Background: an optimization exercise with open tools, aiming at small area. Do not read the settings as production practice.
In this exercise RTL edits were held to simulation tests only and were not proved equivalent to the original.
No activity file was given, so power comes from the tool's default toggle rates.

--- design/flow/run.sh ---
#!/bin/bash
# synth_recipe.tcl (not shown) runs the flow's synth.tcl, then flattens the netlist and writes it again
# the make line also repeats each setting of config.mk as NAME=value (left out here)
make -C /OpenROAD-flow-scripts/flow DESIGN_CONFIG=/design/flow/config.mk WORK_HOME=/design/flow/orfs CLKGATE_MAP_FILE= SYNTH_SCRIPT=/design/flow/synth_recipe.tcl finish
--- design/flow/config.mk ---
export PLATFORM = sky130hd
export DESIGN_NAME = tiny_cache_vlog
export DESIGN_NICKNAME = tiny_cache_vlog
export VERILOG_FILES = /design/flow/design.v
export SDC_FILE = /design/flow/constraint.sdc
export NUM_CORES = 4
export LEC_CHECK = 0
export CAP_MARGIN = 20
export CORE_MARGIN = 2
export CORE_UTILIZATION = 40
export PLACE_DENSITY = 0.6
export SLEW_MARGIN = 20
--- design/flow/constraint.sdc ---
create_clock -name core_clock -period 6.0 [get_ports {clk}]
set_input_delay 1.2000 -clock core_clock [delete_from_list [all_inputs] [get_ports {clk}]]
set_output_delay 1.2000 -clock core_clock [all_outputs]
set_load 0.01 [all_outputs]
--- design/flow/design.v ---
module tiny_cache_vlog( 
   clk, 
   cpu_address, 
   cpu_rd, 
   cpu_wr, 
   reset, 
   cpuwait, 
   memory_address, 
   memory_rd, 
   memory_wr, 
   cpu_data_in, 
   cpu_data_out, 
   memory_data_in, 
   memory_data_out
);
parameter CACHE_DEPTH = 16;
parameter DATA_WIDTH = 8;
parameter ADDRESS_WIDTH = 8;
parameter HIT = 2'd0;
parameter WRITE = 2'd1;
parameter MISS = 2'd2;
parameter RESET = 2'd3;
input        clk;
input  [7:0] cpu_address;
input        cpu_rd;
input        cpu_wr;
input        reset;
output       cpuwait;
output [7:0] memory_address;
output       memory_rd;
output       memory_wr;
input  [7:0] cpu_data_in;
output [7:0] cpu_data_out;
input  [7:0] memory_data_in;
output [7:0] memory_data_out;
wire clk;
wire [7:0] cpu_address;
wire cpu_rd;
wire cpu_wr;
wire reset;
wire cpuwait;
wire [7:0] memory_address;
reg memory_rd;
reg memory_wr;
wire [7:0] cpu_data_in;
wire [7:0] cpu_data_out;
wire [7:0] memory_data_in;
wire [7:0] memory_data_out;
reg [1:0] cache_control_current_state, cache_control_next_state;
wire [3:0] cache_address;
reg [DATA_WIDTH-1 : 0] cache_ram [0 : CACHE_DEPTH - 1];
reg [ADDRESS_WIDTH-1:0]  key_ram [0 : CACHE_DEPTH - 1];
reg [CACHE_DEPTH-1 : 0] invalid ;
assign cpu_data_out    = cache_ram[cache_address];
assign memory_data_out = cpu_data_in;
assign cache_address = cpu_address[3:0];
assign memory_address = cpu_address;   
assign cpuwait =  ((key_ram[cache_address] != cpu_address) ||
                           (invalid [cache_address]) )&& cpu_rd; 
always @(
   cache_control_current_state or 
   cpu_wr or 
   cpuwait
)
begin : cache_control_next_state_block_proc
   case (cache_control_current_state) 
      HIT: begin
         if (cpuwait)
            cache_control_next_state = MISS;
         else if (cpu_wr)
            cache_control_next_state = WRITE;
         else
            cache_control_next_state = HIT;
      end
      WRITE: begin
         cache_control_next_state = HIT;
      end
      MISS: begin
         cache_control_next_state = HIT;
      end
      RESET: begin
         cache_control_next_state = HIT;
      end
      default: 
         cache_control_next_state = RESET;
   endcase
end  
always @(
   cache_control_current_state
)
begin : cache_control_output_block_proc
   memory_rd = 0;
   memory_wr = 0;
   case (cache_control_current_state) 
      HIT: begin
         memory_wr = 0;
      end
      WRITE: begin
         memory_wr = 1;
      end
      MISS: begin
         memory_rd = 1;
      end
      default: begin
      end
   endcase
end  
always @(
   posedge clk
) 
begin : cache_control_clocked_block_proc
   if (reset) begin
      cache_control_current_state <= RESET;
   end
   else 
   begin
      case (cache_control_current_state) 
            WRITE: begin
               key_ram[cache_address] <= cpu_address;
               invalid[cache_address] <= 1'b0;
               cache_ram[cache_address] <= cpu_data_in;
            end
            MISS: begin
               cache_ram[cache_address] <= memory_data_in;
               key_ram[cache_address] <= cpu_address;
               invalid[cache_address] <= 1'b0;
            end
            RESET : begin
               invalid <= 16'hFFFF;
            end
      endcase
      cache_control_current_state <= cache_control_next_state;
   end
end  
endmodule  
==> run notes, run 1 <==
status=finished clean; Initial Util=0.410; area growth from synthesis to layout=17.0%; CP startpoint=cpu_address[3]; Hold Buf Count CTS=0; Routed wire per std cell=~23 µm; r2r worst-path depth=5; post-layout min period=around 5.5 ns; worst path buffer plus inverter count=2; Main synth FF type=edfxtp_1; GRT Total Usage=0.170; Post-Syn Nets=about 600; maxcap violations=0; clock sink count=roughly 270; Clk network pwr share=0.406; Worst R2R Start=cache_control_current_state[0]; Reg power frac=0.528; CTS Buf Count=27; H-Tree Depth=1; DRC viols=0; yosys synthesis warning count=1; worst hold path type=reg2reg; Leak=4.20 nW; IO Pins=55; required time worst endpoint=~4.8 ns; Cell Chain, Critical Path=clkdlybuf4s50_1 > nand2_1 > o221ai_1 > xor2_1 > nand4_1 > o31a_1 > clkdlybuf4s50_1; Util after Layout=0.479; Synth Register Bits=between 200 and 300; CTS resizes=0; share of cells above drive strength 1=0.237; Final Cycle Share=0.914; clk buf depth=3; Row Count=60; Startpoint Class=primary input; post-route insts no fill=about 1,000; Post-Place Cells=~990; die area=just under 30,000 µm²; GPL Wtd Cong=0.797; Yosys cell types=approximately 50; setup TNS=0 ns; clock root buffer=clkbuf_16; Hold Crit Start=invalid[5]; 1st-pass router iterations=5; final hold viol count=0; initial antenna violation count=0; vias per cell=5.48; setup slack at placement=slightly below 0.5 ns; internal power=around 3.2 mW; Post-Syn Instances=570; drt initial violations=~600; post-synthesis sequential area ratio=0.740; first-pass GRT wire length=36,300 µm; switching power=854 µW; Hold Path Cell Cnt=2; critical path's largest stage delay=between 0.8 and 0.9 ns; Max VDD drop=165 µV; EDFF count, synth=around 270; CTS clk-pin slew, worst paths=approximately 0.060 ns; slew margin rel.=0.491; CP dominant cell by count=clkdlybuf4s50_1; r2r endpoint=cache_ram[13][5]; grt ovf=0; FFs w/ async S/R, synth=0; Avg Cell Area, Syn=19.5 µm²; Via Count=5,669; Endpoint, Worst Hold=invalid[5]; Fmax achieved=around 180 MHz; final setup margin=~0.52 ns; clk latency of the worst-skew pair=around 0.55 ns; Crit Path Max Fanout=15; Least-Margin Pin Slew=0.763 ns; vias in the first global route=5,789; fin nets=around 680; Layout fillers=approximately 2,200; Max Transition Viols Final=0; Final setup viols=0; Post-Route WL=approximately 24,000 µm; Pwr per Cell Area=between 300 and 400 nW/µm²; Fin Clk Skew=between 0.02 and 0.025 ns; Critical Path AT=4.28 ns; Worst path slowest cell=clkdlybuf4s50_1; CTS tree=yes; ANT cells=0; Post-Syn Area=approximately 11,000 µm²; Post-CTS Setup Inserts=0; detailed placer's ending HPWL=between 10,000 and 15,000 µm; internal reg-to-reg setup slack=approximately 3.4 ns; largest delay contributor family on the critical path=buffers and inverters; Port Buf Inserts=54; Sw Share=0.210; CP Capture Type=output port; Routed Antenna Nets=0; largest net degree at the start of global routing=70; die width=around 170 µm; WHS=approximately 0.54 ns; combinational fraction of design power=0.067; Die Y-Extent=approximately 170 µm; core area=27,100 µm²; Crit Path Category=in2out; RSZ-0062 raised after global routing=no
[worst min-delay path: cells and delay by family, from the launching register on]
family           cells  cell delay (ns)
and+or+nand+nor      2             0.10
DFF                  1             0.33
[flip-flops by register name, indices dropped and copies added, names as in the netlist]
| register | flops |
|---|---|
| cache_control_current_state | 2 |
| cache_ram | 128 |
| invalid | 16 |
| key_ram | 128 |
[cell usage after synthesis, types with 5 or more instances]
master	count	area, µm²
edfxtp_1	272	8170
mux4_2	57	1280
nand2_1	43	161
nor2_1	32	120
buf_4	22	165
mux2i_1	16	160
mux2_2	8	90.1
clkbuf_1	7	26.3
inv_1	7	26.3
nor2b_1	7	43.8
ha_1	6	75.1
nand3_1	6	30.0
o21ai_0	6	30.0
a22oi_1	5	37.5
buf_1	5	18.8
buf_2	5	25.0
buf_6	5	56.3
[cells by family (layout without fill, tap and decap cells)]
family,after synthesis,count (layout),share of synthesized area
multiplexers,85,85,0.148
flip-flops,274,274,0.740
XOR/XNOR,6,6,0.00474
AO/OA/AOI/OAI,43,43,0.0303
AND/OR/NAND/NOR,105,105,0.0423
buffers and inverters,51,144,0.0286
adder cells (fa/ha/maj),6,6,0.00676
[stage by stage]
| stage | area (µm²) | power, mW |
|---|---|---|
| after CTS | 13000 | 4.10 |
| after global routing | 13000 | 4.20 |
| after floorplan | 11100 | 2.35 |
| after global placement | 12100 | 2.45 |
| final | 13000 | 4.07 |
| after detailed placement | 12100 | 2.46 |
[layout by cell type, fill, tap and decap left out, types with 5 or more instances in the layout]
cell and instances:
nand2_1 43, a22oi_1 5, clkinv_1 9, clkdlybuf4s50_1 51, nor2b_1 7, inv_1 7
edfxtp_1 272, mux2_2 8, nor2_1 16, buf_4 34, ha_1 6, nor2_2 16
clkbuf_16 27, o21ai_0 6, nand3_1 6, mux4_2 57, mux2i_1 16
[power groups by stage]
stage          combinational [mW]  sequential, mW  clock, mW
2_1_floorplan               0.166            2.18          0
3_3_place_gp                0.266            2.19          0
3_5_place_dp                0.272            2.19          0
4_1_cts                     0.274            2.15       1.68
5_1_grt                     0.294            2.15       1.75
6_report                    0.271            2.15       1.65
[worst max path at each step]
stage / cells past startpoint / slack (ns) / to
3_5_place_dp: 8 / 0.49 / cpuwait
2_1_floorplan: 5 / 1.93 / cpu_data_out[0]
5_1_grt: 7 / 0.40 / cpuwait
4_1_cts: 8 / 0.46 / cpuwait
6_report: 7 / 0.52 / cpuwait
3_3_place_gp: 8 / 0.57 / cpuwait
[metal layers]
layer | global-route usage | up-vias | wire (µm)
met1 | 0.240 | 2978 | 10300
met3 | 0.0298 | 35 | 1590
met4 | 0.0479 | 0 | 524
li1 | - | 2454 | -
met5 | 0 | - | 0
met2 | 0.275 | 202 | 11800
[final cells by class]
cell class / count / area, µm² / share of cell area
clock buffer: 31 / 691 / 0.0532
clock inverter: 18 / 173 / 0.0133
inverter: 7 / 26.3 / 0.00202
multi-input combinational: 245 / 2610 / 0.201
sequential: 274 / 8210 / 0.632
tap: 372 / 465 / 0.0359
timing repair buffer: 88 / 806 / 0.0621
==> inputs of run 2 (changes only) <==
==> design/flow/design.v (replaced) <==
module tiny_cache_vlog (
   input        clk,
   input  [7:0] cpu_address,
   input        cpu_rd,
   input        cpu_wr,
   input        reset,
   output       cpuwait,
   output [7:0] memory_address,
   output       memory_rd,
   output       memory_wr,
   input  [7:0] cpu_data_in,
   output [7:0] cpu_data_out,
   input  [7:0] memory_data_in,
   output [7:0] memory_data_out
);
reg st_write, st_miss, st_reset;
reg [7:0]  data_q [0:15];
reg [3:0]  tag_q  [0:15];
reg [15:0] valid;
wire [3:0] idx = cpu_address[3:0];
wire [15:0] sel;
assign memory_address  = cpu_address;
assign memory_data_out = cpu_data_in;
assign memory_rd       = st_miss;
assign memory_wr       = st_write;
wire st_hit = ~(st_write | st_miss | st_reset);
wire fill   = ~reset & (st_write | st_miss);
wire clear  = ~reset & st_reset;
wire [7:0] fill_data = st_miss ? memory_data_in : cpu_data_in;
reg [7:0] rd_data;
reg [3:0] rd_tag;
reg       rd_valid;
integer k;
always @(*) begin
   rd_data  = 8'd0;
   rd_tag   = 4'd0;
   rd_valid = 1'b0;
   for (k = 0; k < 16; k = k + 1) begin
      rd_data  = rd_data  | ({8{sel[k]}} & data_q[k]);
      rd_tag   = rd_tag   | ({4{sel[k]}} & tag_q[k]);
      rd_valid = rd_valid | (sel[k] & valid[k]);
   end
end
assign cpu_data_out = rd_data;
assign cpuwait = cpu_rd & (~rd_valid | (rd_tag != cpu_address[7:4]));
always @(posedge clk) begin
   st_reset <= reset;
   st_miss  <= ~reset & st_hit & cpuwait;
   st_write <= ~reset & st_hit & ~cpuwait & cpu_wr;
end
genvar i;
generate
   for (i = 0; i < 16; i = i + 1) begin : g_line
      assign sel[i] = (idx == i);
      always @(posedge clk) begin
         if (fill & sel[i]) begin
            data_q[i] <= fill_data;
            tag_q[i]  <= cpu_address[7:4];
         end
         valid[i] <= ~clear & (valid[i] | (fill & sel[i]));
      end
   end
endgenerate
endmodule
--- a/design/flow/config.mk
+++ b/design/flow/config.mk
@@ -5,6 +5,7 @@
 export SDC_FILE = /design/flow/constraint.sdc
 export NUM_CORES = 4
 export LEC_CHECK = 0
+export ABC_AREA = 1
 export CAP_MARGIN = 20
 export CORE_MARGIN = 2
 export CORE_UTILIZATION = 40
==> run 2 against run 1 <==
  * Global-route usage rose by 2.0 points
  * Via count fell by 4.8%
  * Final area fell by 23%
  * Cell count fell by 1.1%
  * Wire length fell by 15%
  * Worst hold slack got worse by 0.068 ns
  * Combinational power fell by 33%
  * Critical endpoint unchanged
  * Highest routed layer unchanged
==> run notes, run 2 <==
clk latency of the worst-skew pair=0.51 ns; Row Count=between 50 and 60; Post-Syn Nets=696; Fmax achieved=185 MHz; placed cell areas=between 9000 and 10,000 µm²; Fin Clk Skew=roughly 0.012 ns; Routed wire per std cell=20.1 µm; FFs w/ async S/R, synth=0; Biggest register=data_q; clock root buffer=clkbuf_16; detailed placer's ending HPWL=approximately 13,000 µm; Crit Path Max Fanout=13; maxcap violations=0; Yosys cell types=28; Main synth FF type=edfxtp_1; RSZ-0062 raised after global routing=no; Hold Buf Count CTS=0; setup TNS=0 ns; Initial Util=0.410; Hold Crit Start=valid[7]; Least-Margin Pin Slew=roughly 0.91 ns; Max VDD drop=~250 µV; required time worst endpoint=between 4 and 5 ns; H-Tree Depth=1; status=finished clean; most frequent cells in the layout=192 x edfxtp_1, 181 x nand2_1, 75 x nor2_1; Synth Register Bits=211; area leader, netlist=edfxtp_1; drt initial violations=425; die area=22,000 µm²; post-layout min period=around 5.4 ns; EDFF count, synth=192; r2r worst-path depth=5; clk buf depth=3; fin nets=about 770; Synth area leaders=edfxtp_1 69%, nand2_1 8.2%, dfxtp_1 4.6%; area growth from synthesis to layout=19.7%; Hold Path Cell Cnt=2; Port Buf Inserts=54; Avg Cell Area, Syn=~12 µm²; Worst R2R Start=st_miss; vias in the first global route=5,389; clock sink count=between 200 and 250; core area=between 20,000 and 25,000 µm²; slew margin rel.=0.395; r2r endpoint=tag_q[10][2]; DRC viols=0; final instance area=9960 µm²; CTS clk-pin slew, worst paths=roughly 0.060 ns; worst hold path type=reg2reg; share of cells above drive strength 1=0.121; area share of the largest cell type after synthesis=0.693; Max Transition Viols Final=0; Die Y-Extent=roughly 150 µm; ANT cells=0; Startpoint Class=primary input; CTS Buf Count=22; Via Count=5,397; internal reg-to-reg setup slack=about 3.3 ns; most common library cell in the layout ignoring fill and taps=edfxtp_1; die width=about 150 µm; Crit Path Category=in2out; leading registers by flop count=data_q x128, tag_q x64, valid x16; Post-Syn Area=about 8300 µm²; GRT Total Usage=0.190; Synth top cells by count=192 x edfxtp_1, 181 x nand2_1, 78 x nor2_1; Post-Route WL=between 20,000 and 25,000 µm; Pwr per Cell Area=between 300 and 400 nW/µm²; Post-CTS Setup Inserts=0; GPL Wtd Cong=roughly 0.82; final hold viol count=0; IO Pins=55; first-pass GRT wire length=31,400 µm; Routed Antenna Nets=0; Final Cycle Share=0.899; vias per cell=around 5.3; Leak=3.63 nW; Endpoint, Worst Hold=valid[7]; Post-Syn Instances=around 670; Critical Path AT=4.19 ns; post-synthesis sequential area ratio=0.738; CP Capture Type=output port; count leader, synth=edfxtp_1; 1st-pass router iterations=5; CTS resizes=0; initial antenna violation count=0; yosys synthesis warning count=3; Final setup viols=0; grt ovf=0; CTS tree=yes; largest net degree at the start of global routing=20; max reg flops=128
run 2: logic make-up (layout without fill, tap and decap cells):
group	Yosys count	after routing	share of synthesized area
simple gates	340	340	0.172
flops	211	211	0.738
buf+inv	63	149	0.0400
compound gates	54	54	0.0496
run 2: area by class of cell:
class / count / area, µm²
fillers: 1793 / 10300
well taps: 270 / 338
clock buffers: 26 / 617
flip-flops and latches: 211 / 6150
clock inverters: 14 / 149
repair buffers: 77 / 713
inverters: 32 / 120
multi-input cells: 394 / 1880
run 2: critical path, stage by stage:
cell             delay, ns
clkdlybuf4s50_1       0.58
inv_2                 0.18
nand2_4               0.09
nor2_2                0.66
nand2_1               0.10
nand2_1               0.10
nor2_1                0.05
nand2_1               0.07
nor2_1                0.04
nand2_1               0.05
nand2_1               0.05
nor2_1                0.22
nand3_2               0.17
nand2_1               0.12
inv_1                 0.04
clkdlybuf4s50_1       0.46
run 2: routing by layer:
metal / vias to the layer above / GRT usage / wire length [µm]
li1: 2493 / - / -
met4: 0 / 0.0695 / 733
met5: - / 0 / 0
met3: 49 / 0.0319 / 1380
met1: 2635 / 0.266 / 9000
met2: 220 / 0.302 / 9460
run 2: how the worst max path moves through the flow:
stage / slack (ns) / to / start
2_1_floorplan: 2.47 / cpuwait / cpu_address[0]
3_3_place_gp: 0.65 / cpuwait / cpu_address[3]
3_5_place_dp: 0.60 / cpuwait / cpu_address[3]
4_1_cts: 0.60 / cpuwait / cpu_address[3]
5_1_grt: 0.26 / cpuwait / cpu_address[1]
6_report: 0.61 / cpuwait / cpu_address[3]
run 2: stage by stage:
stage / cells / setup slack [ns] / total power [mW] / utilization / hold slack (ns)
global route: 1024 / 0.262 / 3.31 / 0.491 / 0.506
floorplan: 668 / 2.47 / 1.74 / - / 0.441
global placement: 984 / 0.652 / 1.83 / 0.453 / 0.453
CTS: 1024 / 0.597 / 3.23 / 0.491 / 0.473
finish: 1024 / 0.607 / 3.21 / 0.491 / 0.473
detailed placement: 984 / 0.599 / 1.83 / 0.453 / 0.458
run 2: power by group:
group / internal [mW] / switching (mW)
sequential: 1.62 / 0.00310
combinational: 0.0666 / 0.114
clock: 0.863 / 0.546
total: 2.55 / 0.664
==> inputs of run 3 (changes only) <==
==> design/flow/flow/run.sh (new file) <==
#!/bin/bash
# Own layout flow: the standard flow (standard.sh) with
#  - an area-oriented ABC script for the combinational logic,
#  - buf_1 cells as the port buffers,
#  - clock tree synthesis without dummy loads and with small clock buffers.
# Each tool's full output stays in orfs/logs; make's own output goes to
# flow_make.log in the work folder.
set -euo pipefail
W=$(pwd)
export OWN_WORK=$W
export OWN_ABC_SCRIPT=$W/flow/abc_area.script
bash standard.sh \
  SYNTH_SCRIPT=$W/flow/synth.tcl \
  "BUFFER_PORTS_ARGS=-buffer_cell sky130_fd_sc_hd__buf_1" \
  "CTS_ARGS=-sink_clustering_enable -repair_clock_nets -dont_use_dummy_load -buf_list {sky130_fd_sc_hd__clkbuf_2 sky130_fd_sc_hd__clkbuf_4 sky130_fd_sc_hd__clkbuf_8}" \
  finish > $W/flow_make.log 2>&1
==> design/flow/flow/abc_area.script (new file) <==
&get -n
&st
&dch
&nf -R 1000
&put
==> design/flow/flow/synth.tcl (new file) <==
# The standard synthesis (synth_recipe.tcl in the work folder), with one
# change: the combinational mapping uses an area-recovering ABC script.
# Registers are mapped before this step, so their names and cells are the
# standard synthesis's.
proc abc {args} {
  set i [lsearch -exact $args -script]
  if {$i >= 0} { lset args [expr {$i + 1}] $::env(OWN_ABC_SCRIPT) }
  yosys abc {*}$args
}
source $::env(OWN_WORK)/synth_recipe.tcl
==> design/flow/standard.sh (new file) <==
#!/bin/bash
# synth_recipe.tcl (not shown) runs the flow's synth.tcl, then flattens the netlist and writes it again
# the make line also repeats each setting of config.mk as NAME=value (left out here)
make -C /OpenROAD-flow-scripts/flow DESIGN_CONFIG=/design/flow/config.mk WORK_HOME=/design/flow/orfs CLKGATE_MAP_FILE= SYNTH_SCRIPT=/design/flow/synth_recipe.tcl "${@:-finish}"
--- a/design/flow/config.mk
+++ b/design/flow/config.mk
@@ -5,7 +5,6 @@
 export SDC_FILE = /design/flow/constraint.sdc
 export NUM_CORES = 4
 export LEC_CHECK = 0
-export ABC_AREA = 1
 export CAP_MARGIN = 20
 export CORE_MARGIN = 2
 export CORE_UTILIZATION = 40
removed: design/flow/run.sh
==> run 3 against run 2 <==
  * Still clean
  * Power decreased by 14%
  * Flip-flop and latch count stayed put
  * Via count fell by 17%
  * Non-clock buffer count rose by 9
  * Utilization decreased by 1.4 points
  * Largest cell class unchanged
==> run notes, run 3 <==
Synth top cells by count=192 x edfxtp_1, 38 x a221o_1, 35 x nand2_1; Main synth FF type=edfxtp_1; yosys synthesis warning count=3; count leader, synth=edfxtp_1; vias per cell=roughly 5.6; Final setup viols=0; Startpoint Class=primary input; largest net degree at the start of global routing=20; grt ovf=0; status=finished clean; Crit Path Max Fanout=8; Hold Buf Count CTS=0; ANT cells=0; die width=approximately 140 µm; area growth from synthesis to layout=16.2%; IO Pins=between 50 and 60; EDFF count, synth=approximately 190; maxcap violations=0; share of cells above drive strength 1=0.156; clk buf depth=3; critical path's largest stage delay=~0.43 ns; CTS tree=yes; Leak=~2.8 nW; core area=~19,000 µm²; post-layout min period=5.48 ns; GRT Total Usage=0.166; GPL Wtd Cong=just over 0.8; required time worst endpoint=4.80 ns; Max VDD drop=between 200 and 250 µV; Critical Path AT=4.28 ns; Cell Chain, Critical Path=buf_1 > nor3_1 > a222oi_1 > nand4_1 > a221o_1 > a221o_1 > a221o_1 > a221o_1 > a221oi_1 > nor2_1 > a21oi_1 > o21ai_0 > o21a_1 > buf_1; Synth area leaders=edfxtp_1 75%, a221o_1 4.9%, dfxtp_1 4.9%; clk latency of the worst-skew pair=approximately 0.52 ns; worst path buffer plus inverter count=2; RSZ-0062 raised after global routing=no; first-pass GRT wire length=around 25,000 µm; detailed placer's ending HPWL=between 10,000 and 15,000 µm; Routed Antenna Nets=0; CTS Buf Count=34; fin nets=568; CP Capture Type=output port; max reg flops=about 130; final setup margin=approximately 0.52 ns; Least-Margin Pin Slew=~1.0 ns; sequential cell area=6150 µm²; CTS clk-pin slew, worst paths=~0.05 ns; Via Count=between 4,000 and 5,000; Initial Util=0.411; setup slack at placement=between 0.5 and 0.6 ns; setup TNS=0 ns; placed cell areas=between 8000 and 9000 µm²; DRC viols=0; CP dominant cell by count=a221o_1; largest delay contributor family on the critical path=compound AO/OA/AOI/OAI gates; area share of the largest cell type after synthesis=0.746; Max Transition Viols Final=0; Post-CTS Setup Inserts=0; Row Count=50; die area=20,500 µm²; drt initial violations=around 380; Worst path slowest cell=a222oi_1; H-Tree Depth=2; Die Y-Extent=143 µm; Final Cycle Share=0.913; Post-Syn Area=7730 µm²; Port Buf Inserts=54; Post-Syn Nets=462; Biggest register=data_q; 1st-pass router iterations=8; final instance area=roughly 9000 µm²; Post-Syn Instances=between 400 and 500; most common library cell in the layout ignoring fill and taps=edfxtp_1; Pwr per Cell Area=~310 nW/µm²; initial antenna violation count=0; Crit Path Category=in2out; slew margin rel.=0.302; Fin Clk Skew=about 0.046 ns; Avg Cell Area, Syn=around 18 µm²; leading registers by flop count=data_q x128, tag_q x64, valid x16; post-synthesis sequential area ratio=0.795; vias in the first global route=4,416; CTS resizes=0; Layout fillers=around 1,600; Multi-input gate area=about 1600 µm²; Post-Route WL=about 17,000 µm; final hold viol count=0; WHS=about 0.46 ns; Synth Register Bits=between 200 and 250; worst hold path type=reg2reg; Routed wire per std cell=between 20 and 25 µm; FFs w/ async S/R, synth=0; most frequent cells in the layout=192 x edfxtp_1, 54 x buf_1, 38 x a221o_1; clock root buffer=clkbuf_8; area leader, netlist=edfxtp_1; clock sink count=~210; Fmax achieved=183 MHz; Yosys cell types=26
[run 3: worst paths after layout]
check | startpoint | end | slack [ns] | cells after the start
max | cpu_address[2] | cpuwait | 0.52 | 14
min | valid[9] | valid[9] | 0.46 | 1
max reg2reg | tag_q[1][3] | st_miss | 2.97 | 12
min reg2reg | valid[9] | valid[9] | 0.46 | 1
[run 3: power by group]
group / internal [mW] / total [mW] / switching, mW
Sequential: 1.62 / 1.62 / 0.00341
Combinational: 0.0552 / 0.155 / 0.0999
Clock: 0.501 / 0.979 / 0.478
Total: 2.17 / 2.75 / 0.581
[run 3: kinds of logic after synthesis]
kind of cell,synth area share
AOI/OAI and AO/OA,0.119
xor gates and xnor gates,0.00113
buffers and inverters,0.0160
DFF,0.795
muxes,0.0116
and+or+nand+nor,0.0576
[run 3: per-stage QoR]
stage	util	cells	power (mW)
after floorplan	-	434	1.74
after global placement	0.449	762	1.80
after detailed placement	0.450	762	1.80
after CTS	0.475	796	2.78
after global routing	0.477	798	2.86
final	0.477	798	2.75
[run 3: cell type report]
| type | instances | share of cell area |
|---|---|---|
| Tap cell | 260 | 0.0362 |
| Sequential cell | 211 | 0.684 |
| Inverter | 1 | 0.000418 |
| Multi-Input combinational cell | 206 | 0.177 |
| Timing Repair Buffer | 86 | 0.0501 |
| Clock buffer | 34 | 0.0521 |
[run 3: per-layer routing]
layer / vias to the layer above / GRT usage / share of wire
met4: 0 / 0.0584 / 0.020
met3: 31 / 0.0339 / 0.064
met5: - / 0 / 0
met2: 180 / 0.254 / 0.46
li1: 2035 / - / -
met1: 2246 / 0.237 / 0.45
==> inputs of run 4 (changes only) <==
==> design/flow/flow/run.sh (replaced) <==
#!/bin/bash
# Own layout flow: the standard flow (standard.sh) with
#  - an area-oriented ABC script for the combinational logic,
#  - buf_1 cells as the port buffers,
#  - clock tree synthesis without dummy loads, with clkbuf_8 buffers only.
# Each tool's full output stays in orfs/logs; make's own output goes to
# flow_make.log in the work folder.
set -euo pipefail
W=$(pwd)
export OWN_WORK=$W
export OWN_ABC_SCRIPT=$W/flow/abc_area.script
bash standard.sh \
  SYNTH_SCRIPT=$W/flow/synth.tcl \
  "BUFFER_PORTS_ARGS=-buffer_cell sky130_fd_sc_hd__buf_1" \
  "CTS_ARGS=-repair_clock_nets -dont_use_dummy_load -buf_list {sky130_fd_sc_hd__clkbuf_8}" \
  finish > $W/flow_make.log 2>&1
--- a/design/flow/config.mk
+++ b/design/flow/config.mk
@@ -7,6 +7,6 @@
 export LEC_CHECK = 0
 export CAP_MARGIN = 20
 export CORE_MARGIN = 2
-export CORE_UTILIZATION = 40
-export PLACE_DENSITY = 0.6
+export CORE_UTILIZATION = 65
+export PLACE_DENSITY = 0.75
 export SLEW_MARGIN = 20
==> run 4 against run 3 <==
  * Still clean
  * Worst setup slack worse by 0.20 ns
  * Sequential power about the same
  * Clock power down 35%
  * Critical path type unchanged
==> run notes, run 4 <==
status=finished clean; Synth Area in Simple Gates=0.0576; first-pass GRT wire length=23,400 µm; area growth from synthesis to layout=11.3%; Post-Syn Area=just under 8000 µm²; Biggest register=data_q; Row Count=39; GRT Total Usage=0.251; post-synthesis sequential area ratio=0.795; Fmax achieved=176 MHz; count leader, synth=edfxtp_1; compound-cell area share of the yosys netlist=0.119; Synth area leaders=edfxtp_1 75%, a221o_1 4.9%, dfxtp_1 4.9%; die width=between 100 and 150 µm; Die Y-Extent=about 110 µm; CP dominant cell by count=a221o_1; Pwr per Cell Area=280 nW/µm²; ANT cells=0; Yosys cell types=26; Avg Cell Area, Syn=~18 µm²; mux cell area share after synthesis=0.0116; fin nets=550; Util after Layout=0.748; Hold Buf Count CTS=0; Via Count=~4,500; vias per cell=just under 7; setup TNS=0 ns; H-Tree Depth=4; area leader, netlist=edfxtp_1; share of cells above drive strength 1=0.127; Post-Syn Nets=462; Leak=between 2 and 3 nW; Critical Path AT=approximately 4.5 ns; Cell Chain, Critical Path=buf_1 > nand2b_1 > buf_4 > nor2_1 > a221o_1 > a221o_1 > a221o_1 > a221o_1 > a221oi_1 > nor2_1 > a21oi_1 > nand4_1 > o21a_1 > buf_1; Initial Util=0.672; Post-Place Cells=approximately 650; CTS clk-pin slew, worst paths=~0.090 ns; final setup margin=~0.32 ns; Post-CTS Setup Inserts=0; Final setup viols=0; initial antenna violation count=0; final hold viol count=0; Max Transition Viols Final=0; Least-Margin Pin Slew=roughly 1.1 ns; post-layout min period=roughly 5.7 ns; RSZ-0062 raised after global routing=no; FFs w/ async S/R, synth=0; GPL Wtd Cong=0.834; Synth Area in XOR/XNOR=0.00113; largest net degree at the start of global routing=20; most common library cell in the layout ignoring fill and taps=edfxtp_1; most frequent cells in the layout=192 x edfxtp_1, 54 x buf_1, 38 x a221o_1; Post-Synth Adder-Cell Area=0; 1st-pass router iterations=17; Routed wire per std cell=23.2 µm; CTS tree=yes; Port Buf Inserts=54; Final Cycle Share=0.947; DRC viols=0; Post-Syn Instances=434; max reg flops=roughly 130; detailed placer's ending HPWL=10,400 µm; largest family of logic cells by synthesized area=compound AO/OA/AOI/OAI gates; placed cell areas=between 8000 and 9000 µm²; Crit Path Max Fanout=13; Routed Antenna Nets=0; CTS resizes=0; grt ovf=0; yosys synthesis warning count=3; core area=around 12,000 µm²; area share of the largest cell type after synthesis=0.746; slew margin rel.=0.287; CP Capture Type=output port; clk latency of the worst-skew pair=0.48 ns; Synth Register Bits=between 200 and 250; Max VDD drop=397 µV; clock root buffer=clkbuf_8; setup slack at placement=0.400 ns; final instance area=roughly 8600 µm²; Crit Path Category=in2out; vias in the first global route=roughly 4,300; drt initial violations=564; Fin Clk Skew=0.0192 ns; required time worst endpoint=about 4.8 ns; Main synth FF type=edfxtp_1; leading registers by flop count=data_q x128, tag_q x64, valid x16; IO Pins=55; maxcap violations=0; CTS Buf Count=17; clock sink count=between 200 and 250; Post-Route WL=between 15,000 and 20,000 µm; critical path's largest stage delay=between 0.4 and 0.5 ns; Startpoint Class=primary input; post-route insts no fill=663; EDFF count, synth=around 190; clk buf depth=2; Tot Pwr=roughly 2.4 mW; WHS=roughly 0.47 ns; die area=around 13,000 µm²; Synth top cells by count=192 x edfxtp_1, 38 x a221o_1, 35 x nand2_1; worst hold path type=reg2reg; Worst path slowest cell=buf_1
[run 4: cell type report]
cell class	instances	area, µm²
Sequential cell	211	6150
Fill cell	681	2910
Multi-Input combinational cell	206	1610
Timing Repair Buffer	85	435
Clock buffer	17	234
Tap cell	143	179
Inverter	1	3.75
[run 4: final timing paths]
check,startpoint,end,slack (ns),cells past startpoint
setup reg to reg,tag_q[2][1],st_miss,2.99,12
hold reg to reg,valid[4],valid[4],0.47,1
hold / removal,valid[4],valid[4],0.47,1
setup / recovery,cpu_address[3],cpuwait,0.32,14
[run 4: layer usage]
metal / GRT usage / part of all wire / up-vias
met5: 0 / 0 / -
met4: 0.0699 / 0.020 / 0
met3: 0.0712 / 0.081 / 25
met2: 0.394 / 0.49 / 226
met1: 0.353 / 0.41 / 2216
li1: - / - / 2001
[run 4: critical path: cells and delay by family]
family	cells	cell delay, ns
AOI/OAI and AO/OA	7	1.86
buffers and inverters	3	0.76
and+or+nand+nor	4	0.65
[run 4: kinds of logic after synthesis]
family | after synthesis
flops | 211
xor+xnor | 1
mux | 8
simple gates | 95
buf+inv | 17
compound gates | 102
[run 4: where the power goes]
group / internal (mW) / switching (mW) / total, mW / leakage (nW)
Clock: 0.251 / 0.389 / 0.640 / 0.122
Combinational: 0.0555 / 0.0973 / 0.153 / 0.742
Sequential: 1.61 / 0.00377 / 1.62 / 1.88
==> inputs of run 5 (changes only) <==
--- a/design/flow/config.mk
+++ b/design/flow/config.mk
@@ -7,6 +7,7 @@
 export LEC_CHECK = 0
 export CAP_MARGIN = 20
 export CORE_MARGIN = 2
-export CORE_UTILIZATION = 65
-export PLACE_DENSITY = 0.75
+export CORE_UTILIZATION = 40
+export GPL_TIMING_DRIVEN = 0
+export PLACE_DENSITY = 0.6
 export SLEW_MARGIN = 20
==> run 5 against run 4 <==
  * Sequential power is essentially flat
  * First-iteration DRC count shrank 13%
  * Final area grew 3.6%
  * Global-route usage shrank 8.5 points
  * Via count shrank 0.92%
  * Wire length grew 5.9%
  * Critical path depth grew 2
  * Largest cell class unchanged
==> run notes, run 5 <==
status=finished clean; post-route insts no fill=796; GRT Total Usage=0.166; CTS clk-pin slew, worst paths=approximately 0.08 ns; Crit Path Max Fanout=11; CP Capture Type=output port; initial antenna violation count=0; Hold Path Cell Cnt=1; Layout fillers=1,605; placed cell areas=roughly 8600 µm²; grt ovf=0; Leak=between 2 and 3 nW; Least-Margin Pin Slew=~1.1 ns; Fmax achieved=approximately 170 MHz; ANT cells=0; final instance area=~8900 µm²; vias in the first global route=roughly 4,500; worst hold path type=reg2reg; count leader, synth=edfxtp_1; area growth from synthesis to layout=15.4%; Hold Crit Start=valid[11]; Row Count=50; required time worst endpoint=about 4.8 ns; Tot Pwr=2.42 mW; most common library cell in the layout ignoring fill and taps=edfxtp_1; H-Tree Depth=4; Via Count=about 4,400; Critical Path AT=around 4.6 ns; final setup margin=between 0.2 and 0.25 ns; clk latency of the worst-skew pair=about 0.45 ns; maxcap violations=0; vias per cell=5.56; final hold viol count=0; clock root buffer=clkbuf_8; setup slack at placement=-0.678 ns; Die Y-Extent=between 100 and 150 µm; slew margin rel.=0.257; area share of the largest cell type after synthesis=0.746; max reg flops=between 100 and 150; GPL Wtd Cong=between 0.7 and 0.8; post-layout min period=just under 6 ns; die width=roughly 140 µm; Hold Buf Count CTS=0; Startpoint Class=primary input; die area=about 20,000 µm²; CTS tree=yes; FFs w/ async S/R, synth=0; Post-Route WL=between 15,000 and 20,000 µm; clk buf depth=2; Max Transition Viols Final=0; Fin Clk Skew=between 0.01 and 0.015 ns; yosys synthesis warning count=3; CP dominant cell by count=a221o_1; EDFF count, synth=approximately 190; Post-Place Cells=between 700 and 800; Cell Chain, Critical Path=clkbuf_4 > nand2b_4 > nor3_2 > buf_4 > a222oi_1 > nand4_1 > a221o_1 > a221o_1 > a221o_1 > a221o_1 > a221oi_2 > nor2_1 > a21oi_1 > o21ai_0 > o21a_1 > buf_1; largest delay contributor family on the critical path=compound AO/OA/AOI/OAI gates; Yosys cell types=26; critical path's largest stage delay=0.39 ns; r2r worst-path depth=12; detailed placer's ending HPWL=between 10,000 and 15,000 µm; Avg Cell Area, Syn=17.8 µm²; area leader, netlist=edfxtp_1; first-pass GRT wire length=25,600 µm; clock sink count=~210; leading registers by flop count=data_q x128, tag_q x64, valid x16; IO Pins=55; Final setup viols=0; Main synth FF type=edfxtp_1; RSZ-0062 raised after global routing=no; 1st-pass router iterations=8; core area=18,800 µm²; worst path buffer plus inverter count=3; Worst R2R Start=tag_q[2][1]; Pwr per Cell Area=~270 nW/µm²; r2r endpoint=st_miss; Crit Path Category=in2out; Max VDD drop=roughly 120 µV; DRC viols=0; CTS Buf Count=17; Biggest register=data_q; Worst path slowest cell=a222oi_1; Endpoint, Worst Hold=valid[11]; fin nets=around 570; Post-Syn Nets=around 460; Post-Syn Area=7730 µm²; largest net degree at the start of global routing=20; Port Buf Inserts=54; Synth area leaders=edfxtp_1 75%, a221o_1 4.9%, dfxtp_1 4.9%; Routed wire per std cell=between 20 and 25 µm; Routed Antenna Nets=0; most frequent cells in the layout=192 x edfxtp_1, 50 x buf_1, 38 x a221o_1; drt initial violations=roughly 490; share of cells above drive strength 1=0.181; internal reg-to-reg setup slack=around 2.9 ns; post-synthesis sequential area ratio=0.795; Initial Util=0.411; Post-Syn Instances=434; Synth top cells by count=192 x edfxtp_1, 38 x a221o_1, 35 x nand2_1; Synth Register Bits=between 200 and 250; Final Cycle Share=0.963
[run 5: where the power goes]
part	switching [mW]	leakage (nW)	internal (mW)
clock network	0.394	0.122	0.251
logic	0.0999	0.804	0.0600
registers	0.00334	1.88	1.61
[run 5: how the worst max path moves through the flow]
stage | from | to | cells after the start | slack [ns]
final | cpu_address[1] | cpuwait | 16 | 0.22
after global routing | cpu_address[1] | cpuwait | 16 | 0.04
after CTS | cpu_address[1] | cpuwait | 15 | 0.05
after detailed placement | cpu_address[0] | cpuwait | 16 | -0.68
after global placement | cpu_address[1] | cpuwait | 13 | -0.43
after floorplan | cpu_address[0] | cpuwait | 13 | 1.00
[run 5: cell families after synthesis]
group,count (synthesis),share of synthesized area
flops,211,0.795
mux,8,0.0116
simple gates,95,0.0576
xor+xnor,1,0.00113
compound gates,102,0.119
buf+inv,17,0.0160
[run 5: what timing repair did]
item | in CTS | in global routing
pin swaps | 0 | 1
gates resized for setup | 8 | 4
buffers inserted | 0 | 4
setup endpoints to repair | 1 | 1
[run 5: per-stage QoR]
stage | utilization | setup TNS (ns) | hold WS [ns]
finish | 0.474 | 0 | 0.475
global route | 0.474 | 0 | 0.494
global placement | 0.439 | -0.431 | 0.445
detailed placement | 0.458 | -0.678 | 0.456
floorplan | - | 0 | 0.440
CTS | 0.471 | 0 | 0.478
[run 5: final cells by class]
cell class / count / area, µm² / area share
plain buffers: 16 / 120 / 0.0135
clock buffers: 17 / 234 / 0.0262
inverters: 1 / 3.75 / 0.000421
multi-input cells: 206 / 1620 / 0.181
flip-flops and latches: 211 / 6150 / 0.689
well taps: 260 / 325 / 0.0365
repair buffers: 85 / 477 / 0.0534
[run 5: worst reg2reg max path: cells and delay by family (launching register included)]
kind,cells,cell delay (ns)
AO/OA/AOI/OAI,9,2.28
flip-flops,1,0.37
AND/OR/NAND/NOR,3,0.39
[run 5: per-layer routing]
layer	up-vias	routed length [µm]	GRT usage
li1	2024	-	-
met1	2258	7410	0.233
met2	129	7990	0.268
met3	16	769	0.0295
met4	0	149	0.0469
met5	-	0	0
==> inputs of run 6 (changes only) <==
--- a/design/flow/config.mk
+++ b/design/flow/config.mk
@@ -7,7 +7,6 @@
 export LEC_CHECK = 0
 export CAP_MARGIN = 20
 export CORE_MARGIN = 2
-export CORE_UTILIZATION = 40
-export GPL_TIMING_DRIVEN = 0
-export PLACE_DENSITY = 0.6
+export CORE_UTILIZATION = 80
+export PLACE_DENSITY = 0.88
 export SLEW_MARGIN = 20
==> run 6 against run 5 <==
  * Die area shrank 49%
  * Utilization grew 44 points
  * Register-to-register slack lost 0.03 ns
  * Fmax grew 2.2%
==> run notes, run 6 <==
Endpoint, Worst Hold=valid[8]; core area=9330 µm²; final setup margin=between 0.3 and 0.4 ns; clk latency of the worst-skew pair=0.47 ns; Max VDD drop=between 200 and 250 µV; Post-Route WL=17,800 µm; worst hold path type=reg2reg; Startpoint Class=primary input; yosys synthesis warning count=3; count leader, synth=edfxtp_1; Least-Margin Pin Slew=around 1.1 ns; RSZ-0062 raised after global routing=no; Port Buf Inserts=54; r2r worst-path depth=12; Synth top cells by count=192 x edfxtp_1, 38 x a221o_1, 35 x nand2_1; post-layout min period=5.65 ns; Hold Path Cell Cnt=1; clock root buffer=clkbuf_8; Hold Crit Start=valid[8]; leading registers by flop count=data_q x128, tag_q x64, valid x16; fin nets=551; most common library cell in the layout ignoring fill and taps=edfxtp_1; Crit Path Max Fanout=8; grt ovf=0; Reg power frac=0.666; Via Count=~5,000; vias per cell=~7.5; ANT cells=0; Worst R2R Start=tag_q[2][1]; Post-Syn Instances=434; Clk network pwr share=0.270; clock sink count=~210; WHS=approximately 0.48 ns; required time worst endpoint=4.80 ns; Leak=roughly 2.7 nW; Pwr per Cell Area=between 200 and 300 nW/µm²; Tot Pwr=around 2.4 mW; Yosys cell types=26; CTS Buf Count=17; die width=slightly above 100 µm; combinational fraction of design power=0.065; Post-CTS Setup Inserts=0; DRC viols=0; H-Tree Depth=4; area share of the largest cell type after synthesis=0.746; Final setup viols=0; Main synth FF type=edfxtp_1; Biggest register=data_q; Post-Syn Nets=approximately 460; max reg flops=between 100 and 150; Routed Antenna Nets=0; status=finished clean; internal reg-to-reg setup slack=approximately 2.8 ns; Sw Share=0.210; Die Y-Extent=between 100 and 150 µm; EDFF count, synth=192; Synth area leaders=edfxtp_1 75%, a221o_1 4.9%, dfxtp_1 4.9%; Row Count=35; CTS clk-pin slew, worst paths=~0.080 ns; placed cell areas=roughly 8300 µm²; switching power=about 500 µW; GRT Total Usage=0.351; post-synthesis sequential area ratio=0.795; maxcap violations=0; initial antenna violation count=0; Fin Clk Skew=between 0.03 and 0.04 ns; Final Cycle Share=0.942; clk buf depth=2; area growth from synthesis to layout=10.7%; IO Pins=55; Critical Path AT=4.45 ns; detailed placer's ending HPWL=between 10,000 and 15,000 µm; slew margin rel.=0.247; die area=approximately 10,000 µm²; FFs w/ async S/R, synth=0; Fmax achieved=roughly 180 MHz; first-pass GRT wire length=roughly 26,000 µm; drt initial violations=863; setup slack at placement=~0.32 ns; vias in the first global route=4,571; largest net degree at the start of global routing=20; Routed wire per std cell=roughly 27 µm; share of cells above drive strength 1=0.125; final hold viol count=0; r2r endpoint=st_miss; most frequent cells in the layout=192 x edfxtp_1, 52 x buf_1, 38 x a221o_1; setup TNS=0 ns; CTS tree=yes; Initial Util=0.829; area leader, netlist=edfxtp_1; Crit Path Category=in2out; Avg Cell Area, Syn=between 15 and 20 µm²; internal power=around 1.9 mW; Post-Syn Area=roughly 7700 µm²; GPL Wtd Cong=0.881; 1st-pass router iterations=9; Max Transition Viols Final=0; CP Capture Type=output port; final instance area=about 8600 µm²; Synth Register Bits=between 200 and 250
==> run 6: power groups by stage <==
stage          sequential (mW)  combinational (mW)  clock (mW)
2_1_floorplan             1.65              0.0879           0
3_3_place_gp              1.65               0.141           0
3_5_place_dp              1.65               0.148           0
4_1_cts                   1.62               0.151       0.646
5_1_grt                   1.62               0.167       0.691
6_report                  1.62               0.157       0.655
==> run 6: kinds of logic after synthesis <==
group / count (synthesis) / share of synthesized area
xor gates and xnor gates: 1 / 0.00113
AOI/OAI and AO/OA: 102 / 0.119
and+or+nand+nor: 95 / 0.0576
DFF: 211 / 0.795
buffers and inverters: 17 / 0.0160
muxes: 8 / 0.0116
==> run 6: repair_timing <==
| item | 4_1_cts | 5_1_grt |
|---|---|---|
| gates resized for setup | 0 | 2 |
| hold buffers | 0 | 0 |
| setup endpoints to repair | 0 | 1 |
==> run 6: cell type report <==
cell class,instances,area [µm²]
flip-flops and latches,211,6150
multi-input cells,206,1570
fillers,306,766
repair buffers,86,445
clock buffers,17,234
well taps,129,161
inverters,1,3.75
==> run 6: worst max-delay path by stage <==
stage	startpoint	to	slack, ns	cells after the start
detailed placement	cpu_address[3]	cpuwait	0.32	14
floorplan	cpu_address[0]	cpuwait	1.00	13
CTS	cpu_address[3]	cpuwait	0.27	13
finish	cpu_address[0]	cpuwait	0.35	15
global placement	cpu_address[3]	cpuwait	0.49	14
global route	cpu_address[0]	cpuwait	0.08	15
==> run 6: per-layer routing <==
metal / wire [µm] / vias up / track usage / part of all wire
met5: 0 / - / 0 / 0
met4: 952 / 0 / 0.157 / 0.053
met3: 2160 / 85 / 0.0732 / 0.12
met2: 8820 / 472 / 0.573 / 0.49
met1: 5910 / 2337 / 0.467 / 0.33
li1: - / 2004 / - / -
==> run 6: metrics by stage <==
stage                     std cells   util
after floorplan                 434      -
after global placement          633  0.889
after detailed placement        633  0.889
after CTS                       650  0.914
after global routing            650  0.918
final                           650  0.918
==> run 6: worst max-delay path: stages <==
cell and delay (ns):
buf_1 0.14, nand2_1 0.45, nor3_1 0.26, nand2_1 0.14, nand4_1 0.12, a221o_1 0.29
a221o_1 0.27, a221o_1 0.28, a221o_1 0.27, a221oi_1 0.28, nor2_1 0.09, a21oi_1 0.16
nand4_1 0.12, o21a_1 0.23, buf_1 0.14
==> inputs of run 7 (changes only) <==
==> design/flow/flow/run.sh (replaced) <==
#!/bin/bash
# Own layout flow: the standard flow (standard.sh) with
#  - an area-oriented ABC script for the combinational logic,
#  - buf_1 cells as the port buffers,
#  - gate resizing not limited to same-footprint cells,
#  - clock tree synthesis without dummy loads, with clkbuf_8 buffers only.
# Each tool's full output stays in orfs/logs; make's own output goes to
# flow_make.log in the work folder.
set -euo pipefail
W=$(pwd)
export OWN_WORK=$W
export OWN_ABC_SCRIPT=$W/flow/abc_area.script
bash standard.sh \
  SYNTH_SCRIPT=$W/flow/synth.tcl \
  MATCH_CELL_FOOTPRINT=0 \
  "BUFFER_PORTS_ARGS=-buffer_cell sky130_fd_sc_hd__buf_1" \
  "CTS_ARGS=-repair_clock_nets -dont_use_dummy_load -buf_list {sky130_fd_sc_hd__clkbuf_8}" \
  finish > $W/flow_make.log 2>&1
==> design/flow/config.mk (replaced) <==
export PLATFORM = sky130hd
export DESIGN_NAME = tiny_cache_vlog
export DESIGN_NICKNAME = tiny_cache_vlog
export VERILOG_FILES = /design/flow/design.v
export SDC_FILE = /design/flow/constraint.sdc
export NUM_CORES = 4
export LEC_CHECK = 0
export CAP_MARGIN = 0
export CORE_MARGIN = 2
export CORE_UTILIZATION = 65
export PLACE_DENSITY = 0.75
export SLEW_MARGIN = 0
==> run 7 against run 6 <==
  * Largest cell class unchanged
  * Critical endpoint unchanged
  * Clock skew decreased by 0.014 ns
  * Highest routed layer unchanged
  * Synthesized cell count unchanged
  * Flip-flop and latch count unchanged
==> run notes, run 7 <==
status=finished clean; most common library cell in the layout ignoring fill and taps=edfxtp_1; Biggest register=data_q; Port Buf Inserts=54; post-synthesis sequential area ratio=0.795; Final Cycle Share=0.940; Post-Syn Nets=approximately 460; Post-CTS Setup Inserts=0; vias in the first global route=4,351; detailed placer's ending HPWL=just over 10,000 µm; ANT cells=0; Fin Clk Skew=0.0202 ns; grt ovf=0; core area=between 10,000 and 15,000 µm²; CP dominant cell by count=a221o_1; WHS=between 0.4 and 0.5 ns; Fmax achieved=177 MHz; Routed Antenna Nets=0; initial antenna violation count=0; die area=12,800 µm²; clock root buffer=clkbuf_8; Max Transition Viols Final=0; most frequent cells in the layout=192 x edfxtp_1, 54 x buf_1, 38 x a221o_1; H-Tree Depth=4; leading registers by flop count=data_q x128, tag_q x64, valid x16; area share of the largest cell type after synthesis=0.746; Post-Syn Area=slightly below 8000 µm²; CTS resizes=0; Post-Syn Instances=approximately 430; FFs w/ async S/R, synth=0; CP Capture Type=output port; RSZ-0062 raised after global routing=no; CTS clk-pin slew, worst paths=0.09 ns; GRT Total Usage=0.250; worst hold path type=reg2reg; 1st-pass router iterations=19; Crit Path Max Fanout=11; area growth from synthesis to layout=10.6%; Routed wire per std cell=23.0 µm; Max VDD drop=397 µV; Final setup viols=0; post-layout min period=about 5.6 ns; slew margin rel.=0.189; EDFF count, synth=between 150 and 200; vias per cell=about 6.6; gr busiest metal=met2; Layout fillers=724; Die Y-Extent=about 110 µm; Leak=2.68 nW; clk latency of the worst-skew pair=approximately 0.47 ns; Crit Path Category=in2out; CTS tree=yes; Synth area leaders=edfxtp_1 75%, a221o_1 4.9%, dfxtp_1 4.9%; area leader, netlist=edfxtp_1; Avg Cell Area, Syn=approximately 18 µm²; Cell Chain, Critical Path=buf_1 > nor3_1 > a222oi_1 > nand4_1 > a221o_1 > a221o_1 > a221o_1 > a221o_1 > a221oi_1 > nor2_1 > a21oi_1 > nand4_1 > o21a_1 > buf_1; largest delay contributor family on the critical path=compound AO/OA/AOI/OAI gates; GPL Wtd Cong=around 0.83; Pwr per Cell Area=282 nW/µm²; Main synth FF type=edfxtp_1; largest net degree at the start of global routing=20; Synth top cells by count=192 x edfxtp_1, 38 x a221o_1, 35 x nand2_1; Row Count=39; Synth Register Bits=about 210; required time worst endpoint=approximately 4.8 ns; Via Count=~4,400; met1 GRT Util=0.340; Critical Path AT=around 4.4 ns; count leader, synth=edfxtp_1; die width=between 100 and 150 µm; Initial Util=0.672; Startpoint Class=primary input; Yosys cell types=26; max reg flops=128; yosys synthesis warning count=3; worst path buffer plus inverter count=2; Least-Margin Pin Slew=roughly 1.2 ns; share of cells above drive strength 1=0.125; final hold viol count=0; met2 usage=0.396; CTS Buf Count=17; Hold Buf Count CTS=0; drt initial violations=506; critical path's largest stage delay=between 0.4 and 0.5 ns; fin nets=550; clk buf depth=2; IO Pins=55; Post-Route WL=15,200 µm; met3 GRT Util=0.0739; setup TNS=0 ns; first-pass GRT wire length=23,400 µm; Worst path slowest cell=buf_1; clock sink count=between 200 and 250; DRC viols=0; maxcap violations=0
[run 7: per-layer routing]
metal / wire length [µm] / vias up
met2: 7640 / 203
met5: 0 / -
li1: - / 1993
met4: 306 / 0
met1: 6070 / 2182
met3: 1220 / 27
[run 7: layout make-up]
cell class / instances / area, µm² / share of cell area
flip-flops and latches: 211 / 6150 / 0.718
multi-input cells: 206 / 1560 / 0.182
repair buffers: 85 / 435 / 0.0509
well taps: 143 / 179 / 0.0209
clock buffers: 17 / 234 / 0.0274
inverters: 1 / 3.75 / 0.000439
[run 7: cells by family (layout without fill, tap and decap cells)]
kind of cell / after synthesis / after routing / synth area share
AO/OA/AOI/OAI: 102 / 102 / 0.119
flip-flops: 211 / 211 / 0.795
buffers and inverters: 17 / 103 / 0.0160
XOR/XNOR: 1 / 1 / 0.00113
multiplexers: 8 / 8 / 0.0116
AND/OR/NAND/NOR: 95 / 95 / 0.0576
[run 7: metrics by stage]
| stage | power, mW | setup slack, ns | std cells | instance area, µm² | utilization |
|---|---|---|---|---|---|
| after floorplan | 1.74 | 1.00 | 434 | 7730 | - |
| after global placement | 1.79 | 0.484 | 646 | 8320 | 0.723 |
| after detailed placement | 1.80 | 0.386 | 646 | 8320 | 0.723 |
| after CTS | 2.42 | 0.379 | 663 | 8550 | 0.743 |
| after global routing | 2.49 | 0.114 | 663 | 8550 | 0.743 |
| final | 2.41 | 0.359 | 663 | 8550 | 0.743 |
[run 7: report_power, final]
part / total (mW) / internal (mW) / switching (mW)
combinational: 0.149 / 0.0550 / 0.0937
clock: 0.644 / 0.251 / 0.393
sequential: 1.62 / 1.61 / 0.00355
total: 2.41 / 1.92 / 0.490
[run 7: worst paths after layout]
| kind | from | to | slack (ns) | cells after the start |
|---|---|---|---|---|
| worst max-delay path | cpu_address[3] | cpuwait | 0.36 | 14 |
| worst min-delay path | valid[9] | valid[9] | 0.48 | 1 |
| worst max register to register | tag_q[2][3] | st_miss | 2.97 | 12 |
| worst min register to register | valid[9] | valid[9] | 0.48 | 1 |
==> inputs of run 8 (changes only) <==
==> design/flow/flow/run.sh (replaced) <==
#!/bin/bash
# Own layout flow: the standard flow (standard.sh) with
#  - an area-oriented ABC script for the combinational logic,
#  - buf_1 cells as the port buffers,
#  - clock tree synthesis without dummy loads, with clkbuf_8 buffers only.
# Each tool's full output stays in orfs/logs; make's own output goes to
# flow_make.log in the work folder.
set -euo pipefail
W=$(pwd)
export OWN_WORK=$W
export OWN_ABC_SCRIPT=$W/flow/abc_area.script
bash standard.sh \
  SYNTH_SCRIPT=$W/flow/synth.tcl \
  "BUFFER_PORTS_ARGS=-buffer_cell sky130_fd_sc_hd__buf_1" \
  "CTS_ARGS=-repair_clock_nets -dont_use_dummy_load -buf_list {sky130_fd_sc_hd__clkbuf_8}" \
  finish > $W/flow_make.log 2>&1
==> run 8 against run 7 <==
  * Still clean
  * Cell count is the same
  * Worst hold slack is the same
  * Sequential power is essentially flat
  * Power is the same
  * Final area is the same
  * Worst setup slack is the same
  * Critical path type unchanged
==> run notes, run 8 <==
first-pass GRT wire length=roughly 23,000 µm; placed cell areas=approximately 8300 µm²; Synth Register Bits=about 210; Pwr per Cell Area=roughly 280 nW/µm²; Critical Path AT=between 4 and 5 ns; CTS Buf Count=17; maxcap violations=0; yosys synthesis warning count=3; Post-Syn Nets=~460; clk latency of the worst-skew pair=about 0.47 ns; core area=between 10,000 and 15,000 µm²; vias in the first global route=about 4,400; clock sink count=about 210; GRT Total Usage=0.250; Synth area leaders=edfxtp_1 75%, a221o_1 4.9%, dfxtp_1 4.9%; clk buf depth=2; largest net degree at the start of global routing=20; Fmax achieved=roughly 180 MHz; area growth from synthesis to layout=10.6%; EDFF count, synth=192; required time worst endpoint=~4.8 ns; CTS clk-pin slew, worst paths=about 0.090 ns; Routed wire per std cell=~23 µm; Hold Buf Count CTS=0; Routed Antenna Nets=0; Post-Syn Area=a little under 8000 µm²; leading registers by flop count=data_q x128, tag_q x64, valid x16; share of cells above drive strength 1=0.125; Post-Syn Instances=434; Via Count=~4,400; slew margin rel.=0.189; Worst R2R Start=tag_q[2][3]; area share of the largest cell type after synthesis=0.746; Post-CTS Setup Inserts=0; most common library cell in the layout ignoring fill and taps=edfxtp_1; status=finished clean; final hold viol count=0; post-synthesis sequential area ratio=0.795; most frequent cells in the layout=192 x edfxtp_1, 54 x buf_1, 38 x a221o_1; Startpoint Class=primary input; vias per cell=roughly 6.6; H-Tree Depth=4; Avg Cell Area, Syn=between 15 and 20 µm²; Die Y-Extent=around 110 µm; detailed placer's ending HPWL=about 10,000 µm; max reg flops=128; Biggest register=data_q; worst hold path type=reg2reg; Post-Route WL=15,200 µm; Crit Path Max Fanout=11; Crit Path Category=in2out; post-layout min period=5.64 ns; Port Buf Inserts=54; r2r worst-path depth=12; Initial Util=0.672; r2r endpoint=st_miss; die width=113 µm; worst setup path end=cpuwait; DRC viols=0; grt ovf=0; CP startpoint=cpu_address[3]; Final Cycle Share=0.940; Max Transition Viols Final=0; Synth top cells by count=192 x edfxtp_1, 38 x a221o_1, 35 x nand2_1; drt initial violations=506; final instance area=8550 µm²; Final setup viols=0; count leader, synth=edfxtp_1; die area=about 13,000 µm²; GPL Wtd Cong=0.834; CTS tree=yes; Main synth FF type=edfxtp_1; area leader, netlist=edfxtp_1; Layout fillers=724; Row Count=39; Leak=approximately 2.7 nW; Yosys cell types=26; ANT cells=0; internal reg-to-reg setup slack=2.97 ns; initial antenna violation count=0; setup TNS=0 ns; FFs w/ async S/R, synth=0; Least-Margin Pin Slew=1.21 ns; post-route insts no fill=between 600 and 700; Post-Place Cells=646; Max VDD drop=slightly below 400 µV; IO Pins=55; clock root buffer=clkbuf_8; RSZ-0062 raised after global routing=no; Fin Clk Skew=about 0.020 ns; fin nets=550; CP Capture Type=output port; CTS resizes=0; 1st-pass router iterations=19
## run 8: cell counts after synthesis
Identical to the previous run, type by type.
## run 8: worst min path at each step
stage	from	endpoint	slack, ns	cells after the start
after global routing	valid[13]	valid[13]	0.48	1
after detailed placement	valid[13]	valid[13]	0.45	1
after CTS	valid[9]	valid[9]	0.48	1
final	valid[9]	valid[9]	0.48	1
after global placement	valid[7]	valid[7]	0.45	1
after floorplan	valid[13]	valid[13]	0.44	1
## run 8: logic make-up after synthesis
kind of cell           synth area share
XOR/XNOR                        0.00113
multiplexers                     0.0116
buffers and inverters            0.0160
flip-flops                        0.795
AND/OR/NAND/NOR                  0.0576
AO/OA/AOI/OAI                     0.119
## run 8: power by group
group          internal [mW]  switching [mW]
Combinational         0.0550          0.0937
Sequential              1.61         0.00355
Clock                  0.251           0.393
Total                   1.92           0.490
## run 8: critical path, cell delays in order
cell and delay (ns):
buf_1 0.42, nor3_1 0.24, a222oi_1 0.41, nand4_1 0.13
a221o_1 0.28, a221o_1 0.28, a221o_1 0.26, a221o_1 0.26
a221oi_1 0.28, nor2_1 0.08, a21oi_1 0.13, nand4_1 0.13
o21a_1 0.22, buf_1 0.13
## run 8: final cells by class
type / instances / area [µm²] / area share
clock buffer: 17 / 234 / 0.0274
multi-input combinational: 206 / 1560 / 0.182
sequential: 211 / 6150 / 0.718
inverter: 1 / 3.75 / 0.000439
timing repair buffer: 85 / 435 / 0.0509
tap: 143 / 179 / 0.0209
## run 8: layer usage
| layer | vias up | GRT usage | wire (µm) |
|---|---|---|---|
| li1 | 1993 | - | - |
| met1 | 2182 | 0.340 | 6070 |
| met2 | 203 | 0.396 | 7640 |
| met3 | 27 | 0.0739 | 1220 |
| met4 | 0 | 0.0805 | 306 |
| met5 | - | 0 | 0 |
## run 8: through the flow
stage | utilization | total power [mW] | hold slack (ns) | worst slack (ns)
finish | 0.743 | 2.41 | 0.477 | 0.359
CTS | 0.743 | 2.42 | 0.477 | 0.379
detailed placement | 0.723 | 1.80 | 0.454 | 0.386
floorplan | - | 1.74 | 0.440 | 1.00
global placement | 0.723 | 1.79 | 0.446 | 0.484
global route | 0.743 | 2.49 | 0.484 | 0.114
==> inputs of run 9 (changes only) <==
==> design/flow/flow/run.sh (replaced) <==
#!/bin/bash
# Own layout flow: the standard flow (standard.sh) with
#  - an area-oriented ABC script for the combinational logic,
#  - buf_1 cells as the port buffers,
#  - gate resizing not limited to same-footprint cells,
#  - placement that is not timing-driven, with synthesis buffers removed first,
#  - clock tree synthesis without dummy loads, with clkbuf_8 buffers only.
# Each tool's full output stays in orfs/logs; make's own output goes to
# flow_make.log in the work folder.
set -euo pipefail
W=$(pwd)
export OWN_WORK=$W
export OWN_ABC_SCRIPT=$W/flow/abc_area.script
bash standard.sh \
  SYNTH_SCRIPT=$W/flow/synth.tcl \
  MATCH_CELL_FOOTPRINT=0 \
  PRE_GLOBAL_PLACE_TCL=$W/flow/pre_gpl.tcl \
  "BUFFER_PORTS_ARGS=-buffer_cell sky130_fd_sc_hd__buf_1" \
  "CTS_ARGS=-repair_clock_nets -dont_use_dummy_load -buf_list {sky130_fd_sc_hd__clkbuf_8}" \
  finish > $W/flow_make.log 2>&1
==> design/flow/flow/pre_gpl.tcl (new file) <==
# Before global placement: take out the buffers synthesis put on the
# port-to-port feedthroughs (timing-driven placement, which would do this,
# is off); buffer_ports then buffers every port as usual.
remove_buffers
--- a/design/flow/config.mk
+++ b/design/flow/config.mk
@@ -8,5 +8,6 @@
 export CAP_MARGIN = 0
 export CORE_MARGIN = 2
 export CORE_UTILIZATION = 65
+export GPL_TIMING_DRIVEN = 0
 export PLACE_DENSITY = 0.75
 export SLEW_MARGIN = 0
==> run 9 against run 8 <==
  * Worst setup slack lost 0.070 ns
  * Cell count fell by 2.3%
  * Non-clock buffer count fell by 15
  * Power is essentially flat
  * Combinational power fell by 3%
  * Register-to-register slack got worse by 0.08 ns
  * Clock-buffer cell count unchanged
  * Fmax shrank 1.2%
  * Still clean on timing, DRC and antenna
  * Clock skew is 0.0051 ns lower
  * Clock power hardly changed
  * Critical path depth grew 1
  * Largest power group unchanged
==> run notes, run 9 <==
H-Tree Depth=4; Port Buf Inserts=between 50 and 60; Post-Place Cells=between 600 and 700; Tot Pwr=~2.4 mW; max reg flops=roughly 130; required time worst endpoint=about 4.8 ns; Row Count=39; Critical Path AT=4.51 ns; Multi-input gate area=1620 µm²; post-layout min period=~5.7 ns; Synth Register Bits=211; Crit Path Category=in2out; post-synthesis sequential area ratio=0.795; Hold Buf Count CTS=0; most common library cell in the layout ignoring fill and taps=edfxtp_1; slew margin rel.=0.215; Pwr per Cell Area=between 200 and 300 nW/µm²; Synth top cells by count=192 x edfxtp_1, 38 x a221o_1, 35 x nand2_1; first-pass GRT wire length=roughly 23,000 µm; clk latency of the worst-skew pair=roughly 0.47 ns; area growth from synthesis to layout=10.5%; setup slack at placement=-0.326 ns; CTS tree=yes; FFs w/ async S/R, synth=0; Layout fillers=a little under 700; Post-Route WL=about 15,000 µm; CP Capture Type=output port; clock sink count=~210; Max Transition Viols Final=0; clock root buffer=clkbuf_8; met2 WL post-DR=between 7000 and 8000 µm; Routed wire per std cell=23.0 µm; core area=about 12,000 µm²; Final setup viols=0; ANT cells=0; clk buf depth=2; share of cells above drive strength 1=0.129; post-route insts no fill=about 650; Initial Util=0.672; CTS Buf Count=17; 1st-pass router iterations=18; Startpoint Class=primary input; area leader, netlist=edfxtp_1; Biggest register=data_q; drt initial violations=544; Fmax achieved=around 180 MHz; Yosys cell types=26; die area=between 10,000 and 15,000 µm²; status=finished clean; vias in the first global route=between 4,000 and 5,000; GRT Total Usage=0.249; Avg Cell Area, Syn=around 18 µm²; setup TNS=0 ns; largest net degree at the start of global routing=20; Max Used Layer=met4; Max VDD drop=~200 µV; metal3 WL=around 920 µm; final hold viol count=0; Post-Syn Area=between 7000 and 8000 µm²; Fin Clk Skew=0.0152 ns; IO Pins=55; area share of the largest cell type after synthesis=0.746; RSZ-0062 raised after global routing=no; leading registers by flop count=data_q x128, tag_q x64, valid x16; count leader, synth=edfxtp_1; Via Count=around 4,400; worst hold path type=reg2reg; DRC viols=0; Die Y-Extent=between 100 and 150 µm; final setup margin=between 0.2 and 0.3 ns; most frequent cells in the layout=192 x edfxtp_1, 50 x buf_1, 38 x a221o_1; maxcap violations=0; yosys synthesis warning count=3; Final Cycle Share=0.952; sequential cell area=6150 µm²; Least-Margin Pin Slew=1.17 ns; CTS clk-pin slew, worst paths=roughly 0.060 ns; Leak=about 2.7 nW; Routed Antenna Nets=0; GPL Wtd Cong=about 0.76; die width=roughly 110 µm; fin nets=535; Post-Syn Nets=between 400 and 500; vias per cell=slightly below 7; detailed placer's ending HPWL=10,200 µm; EDFF count, synth=~190; Post-Syn Instances=434; Crit Path Max Fanout=11; Main synth FF type=edfxtp_1; wire length on met1=about 6300 µm; initial antenna violation count=0; grt ovf=0; Synth area leaders=edfxtp_1 75%, a221o_1 4.9%, dfxtp_1 4.9%
## run 9: cell count changes in the layout (fill, tap and decap cells not counted)
cell / before / now
a221oi_1: 6 / 4
buf_4: 31 / 5
buf_1: 54 / 50
nor3_2: 9 / 15
clkbuf_2: 0 / 3
nand2b_1: 5 / 2
nand2b_4: 0 / 2
a221oi_2: 0 / 2
buf_6: 0 / 9
clkbuf_4: 0 / 3
nand2b_2: 0 / 1
nor3_1: 6 / 0
## run 9: what timing repair did
action / CTS / global route
hold endpoints to repair: 0 / 0
setup buffers: 0 / 0
setup endpoints to repair: 1 / 1
pin swaps: 0 / 1
resized for setup: 4 / 9
## run 9: area by class of cell
type,count,area share
Sequential cell,211,0.719
Timing Repair Buffer,70,0.0426
Tap cell,143,0.0209
Inverter,1,0.000439
Clock buffer,17,0.0274
Multi-Input combinational cell,206,0.189
## run 9: metrics by stage
| step | hold WS (ns) | instance area (µm²) | utilization |
|---|---|---|---|
| 2_1_floorplan | 0.440 | 7730 | - |
| 3_3_place_gp | 0.446 | 8000 | 0.694 |
| 3_5_place_dp | 0.455 | 8270 | 0.718 |
| 4_1_cts | 0.471 | 8510 | 0.739 |
| 5_1_grt | 0.481 | 8540 | 0.742 |
| 6_report | 0.468 | 8540 | 0.742 |
## run 9: where the power goes
part	total [mW]	internal, mW	switching, mW
registers	1.62	1.61	0.00337
logic	0.145	0.0508	0.0941
clock network	0.646	0.251	0.395
total	2.41	1.91	0.493
## run 9: cell families after synthesis
logic type / share of synthesized area
AO/OA/AOI/OAI: 0.119
XOR/XNOR: 0.00113
flip-flops: 0.795
multiplexers: 0.0116
buffers and inverters: 0.0160
AND/OR/NAND/NOR: 0.0576
## run 9: critical path: stages
cell      delay, ns
clkbuf_2       0.31
nand2b_4       0.28
nor3_2         0.11
a222oi_1       0.36
nand4_1        0.17
a221o_1        0.29
a221o_1        0.28
a221o_1        0.29
a221o_1        0.30
a221oi_2       0.22
nor2_1         0.07
a21oi_1        0.14
o21ai_0        0.09
o21a_1         0.26
buf_1          0.14
## run 9: metal layers
metal,GRT usage,vias to the layer above
met2,0.400,181
met1,0.347,2192
li1,-,1976
met4,0.0870,0
met5,0,-
met3,0.0530,26
## run 9: path summary, 6_finish.rpt
kind | startpoint | to | slack, ns | depth (start not counted)
hold reg to reg | valid[15] | valid[15] | 0.47 | 1
setup / recovery | cpu_address[1] | cpuwait | 0.29 | 15
hold / removal | valid[15] | valid[15] | 0.47 | 1
setup reg to reg | tag_q[2][1] | st_miss | 2.89 | 12

Re-timed with assumed drivers on the ports (clkbuf_16 on the clock, buf_2 on other inputs), run 9 has 0.252 ns of setup slack against 0.289 ns with ideal ports, and 0.252 ns once port delays also move by the mid clock arrival of 0.491 ns.
